Source: an optimization exercise on an open RTL-to-GDS flow (aim: small area and a short achievable clock period). Production flows keep margins and buffers that such runs may drop.
In this exercise RTL edits were held to simulation tests only and were not proved equivalent to the original.
No activity file was given, so power comes from the tool's default toggle rates.

==> flow/design.v <==
`timescale 1ns / 1ps
module adress_checker(
    input clk,
    input rst,
    input [63:0] address,          
    input [63:0] size,             
    input valid,                   
    input [3:0] start,             
    input [3:0] complete,          
    output reg [1:0] dependency    
    );
reg [63:0] address_buffer [0:3];
reg [63:0] end_address_buffer [0:3];
reg [3:0] busy;
reg [3:0] free;      
function le64;
    input [63:0] x;
    input [63:0] y;
    reg [63:0] g, p;
    integer k, w;
    begin
        g = y & ~x;
        p = y | ~x;
        g[0] = p[0];                       
        for (w = 32; w >= 1; w = w / 2)
            for (k = 0; k < w; k = k + 1) begin
                g[k] = g[2*k+1] | (p[2*k+1] & g[2*k]);
                p[k] = p[2*k+1] & p[2*k];
            end
        le64 = g[0];
    end
endfunction
function [63:0] addm1;
    input [63:0] x;
    input [63:0] y;
    reg [63:0] u, v, g, p;
    integer k, l, s;
    begin
        u = ~(x ^ y);
        v = {(x[62:0] | y[62:0]), 1'b0};
        g = u & v;
        p = u ^ v;
        for (l = 0; l < 6; l = l + 1) begin
            s = 1 << l;
            for (k = 63; k >= 0; k = k - 1)
                if ((k & s) != 0) begin
                    g[k] = g[k] | (p[k] & g[(k & ~(2*s-1)) + s - 1]);
                    p[k] = p[k] & p[(k & ~(2*s-1)) + s - 1];
                end
        end
        addm1 = (u ^ v) ^ {g[62:0], 1'b0};
    end
endfunction
wire [63:0] end_address = addm1(address, size);
reg [3:0] clash;
reg [3:0] take;
integer i;
always @(*) begin
    for (i = 0; i < 4; i = i + 1)
        clash[i] = busy[i] & le64(address, end_address_buffer[i]) & le64(address_buffer[i], end_address);
    take[0] = ~busy[0];
    take[1] = busy[0] & ~busy[1];
    take[2] = busy[0] & busy[1] & ~busy[2];
    take[3] = busy[0] & busy[1] & busy[2] & ~busy[3];
end
always @(posedge clk) begin
    for (i = 0; i < 4; i = i + 1) begin
        address_buffer[i] <= (address_buffer[i] & {64{busy[i]}}) | (address & {64{free[i]}});
        end_address_buffer[i] <= (end_address_buffer[i] & {64{busy[i]}}) | (end_address & {64{free[i]}});
    end
end
always @(posedge clk) begin
    if (~rst) begin
        busy <= 0;
        free <= 4'b1111;
        dependency <= 0;
    end
    else begin
        if (valid)
            dependency <= (&busy) ? 2'b11 : (|clash) ? 2'b01 : 2'b00;
        busy <= (busy & ~complete) | (take & {4{valid & ~|clash}});
        free <= ~((busy & ~complete) | (take & {4{valid & ~|clash}}));
    end
end
endmodule
==> flow/config.mk <==
export PLATFORM = sky130hd
export DESIGN_NAME = adress_checker
export DESIGN_NICKNAME = adress_checker
export VERILOG_FILES = /design/flow/design.v
export SDC_FILE = /design/flow/constraint.sdc
export NUM_CORES = 4
export LEC_CHECK = 0
export ABC_AREA = 1
export CAP_MARGIN = 20
export CORE_MARGIN = 2
export CORE_UTILIZATION = 60
export CTS_CLUSTER_DIAMETER = 100
export CTS_CLUSTER_SIZE = 25
export SETUP_SLACK_MARGIN = 3.0
export SLEW_MARGIN = 20
export TNS_END_PERCENT = 10
export DONT_USE_CELLS += sky130_fd_sc_hd__ha_1 sky130_fd_sc_hd__ha_2 sky130_fd_sc_hd__ha_4 sky130_fd_sc_hd__fa_1 sky130_fd_sc_hd__fa_2 sky130_fd_sc_hd__fa_4 sky130_fd_sc_hd__fah_1 sky130_fd_sc_hd__fahcin_1 sky130_fd_sc_hd__fahcon_1
export BUFFER_PORTS_ARGS = -buffer_cell sky130_fd_sc_hd__buf_2
==> flow/constraint.sdc <==
create_clock -name core_clock -period 7.5 [get_ports {clk}]
set_input_delay 1.5000 -clock core_clock [delete_from_list [all_inputs] [get_ports {clk}]]
set_output_delay 1.5000 -clock core_clock [all_outputs]
set_load 0.01 [all_outputs]
standard.sh (not shown) runs the stock make flow with config.mk's settings and CLKGATE_MAP_FILE= SYNTH_SCRIPT=/design/flow/synth_recipe.tcl, a recipe that flattens the netlist after the stock synthesis.
==> flow/flow/run.sh <==
#!/bin/bash
# Standard ORFS layout (standard.sh) with two changes:
# - the half/full adder cells are don't-use, so Yosys leaves adder and
#   comparator logic to ABC instead of extracting ha/fa cells;
# - the port buffers that buffer_ports inserts are buf_2 cells.
set -e
cat >> config.mk <<'EOF'
export DONT_USE_CELLS += sky130_fd_sc_hd__ha_1 sky130_fd_sc_hd__ha_2 sky130_fd_sc_hd__ha_4 sky130_fd_sc_hd__fa_1 sky130_fd_sc_hd__fa_2 sky130_fd_sc_hd__fa_4 sky130_fd_sc_hd__fah_1 sky130_fd_sc_hd__fahcin_1 sky130_fd_sc_hd__fahcon_1
export BUFFER_PORTS_ARGS = -buffer_cell sky130_fd_sc_hd__buf_2
EOF
bash standard.sh > standard.log 2>&1
Next try:
--- a/flow/design.v
+++ b/flow/design.v
@@ -39,17 +39,23 @@
         u = ~(x ^ y);
         v = {(x[62:0] | y[62:0]), 1'b0};
         g = u & v;
         p = u ^ v;
         for (l = 0; l < 6; l = l + 1) begin
             s = 1 << l;
-            for (k = 63; k >= 0; k = k - 1)
-                if ((k & s) != 0) begin
-                    g[k] = g[k] | (p[k] & g[(k & ~(2*s-1)) + s - 1]);
-                    p[k] = p[k] & p[(k & ~(2*s-1)) + s - 1];
-                end
+            for (k = 0; k < 64; k = k + 1) if (k % (2*s) == 2*s-1) begin
+                g[k] = g[k] | (p[k] & g[k-s]);
+                p[k] = p[k] & p[k-s];
+            end
+        end
+        for (l = 4; l >= 0; l = l - 1) begin
+            s = 1 << l;
+            for (k = 0; k < 64; k = k + 1) if (k >= 3*s-1 && k % (2*s) == s-1) begin
+                g[k] = g[k] | (p[k] & g[k-s]);
+                p[k] = p[k] & p[k-s];
+            end
         end
         addm1 = (u ^ v) ^ {g[62:0], 1'b0};
     end
 endfunction
 wire [63:0] end_address = addm1(address, size);
 reg [3:0] clash;
Effect:
- The new run passed the timing, design-rule and antenna checks
- die area fell by 4.9%
- combinational power fell by about 1%
- via count fell by 3.8%
- cell count fell by 6.5%
- design area fell by 2.5%
- power fell by 0.55%
- global-route usage fell by 0.17 points
- routed wire length fell by 3.8%
- clock skew fell by 11 ps
- utilization rose by 1.7 points

==> what the ideal ports hide <==
How much do the figures lean on ideal ports? The routed layouts below were timed once more, with nothing changed but the port constraints. Step 1 sets driving cells, clkbuf_16 on the clock port and buf_2 on the other inputs (assumed; they add their load-dependent delay and slew). Step 2, shift: input delay + t, output delay - t, t = (earliest + latest rising clock arrival at the registers) / 2. This alone moves slack from input paths to output paths. a / b / c = ideal / step 1 / step 2; a / b = the first two.
run	t, ns	setup slack, ns	slew at the worst register clock pin (ns)
the first run	0.649	3.155 / 3.195 / 2.546	0.11 / 0.11
the second run	0.647	2.865 / 2.906 / 2.258	0.10 / 0.10
After both steps every run listed still meets setup and hold. The setup slack of the first run, which loses most, moves by +0.040 ns with the drivers and by -0.609 ns with both steps.
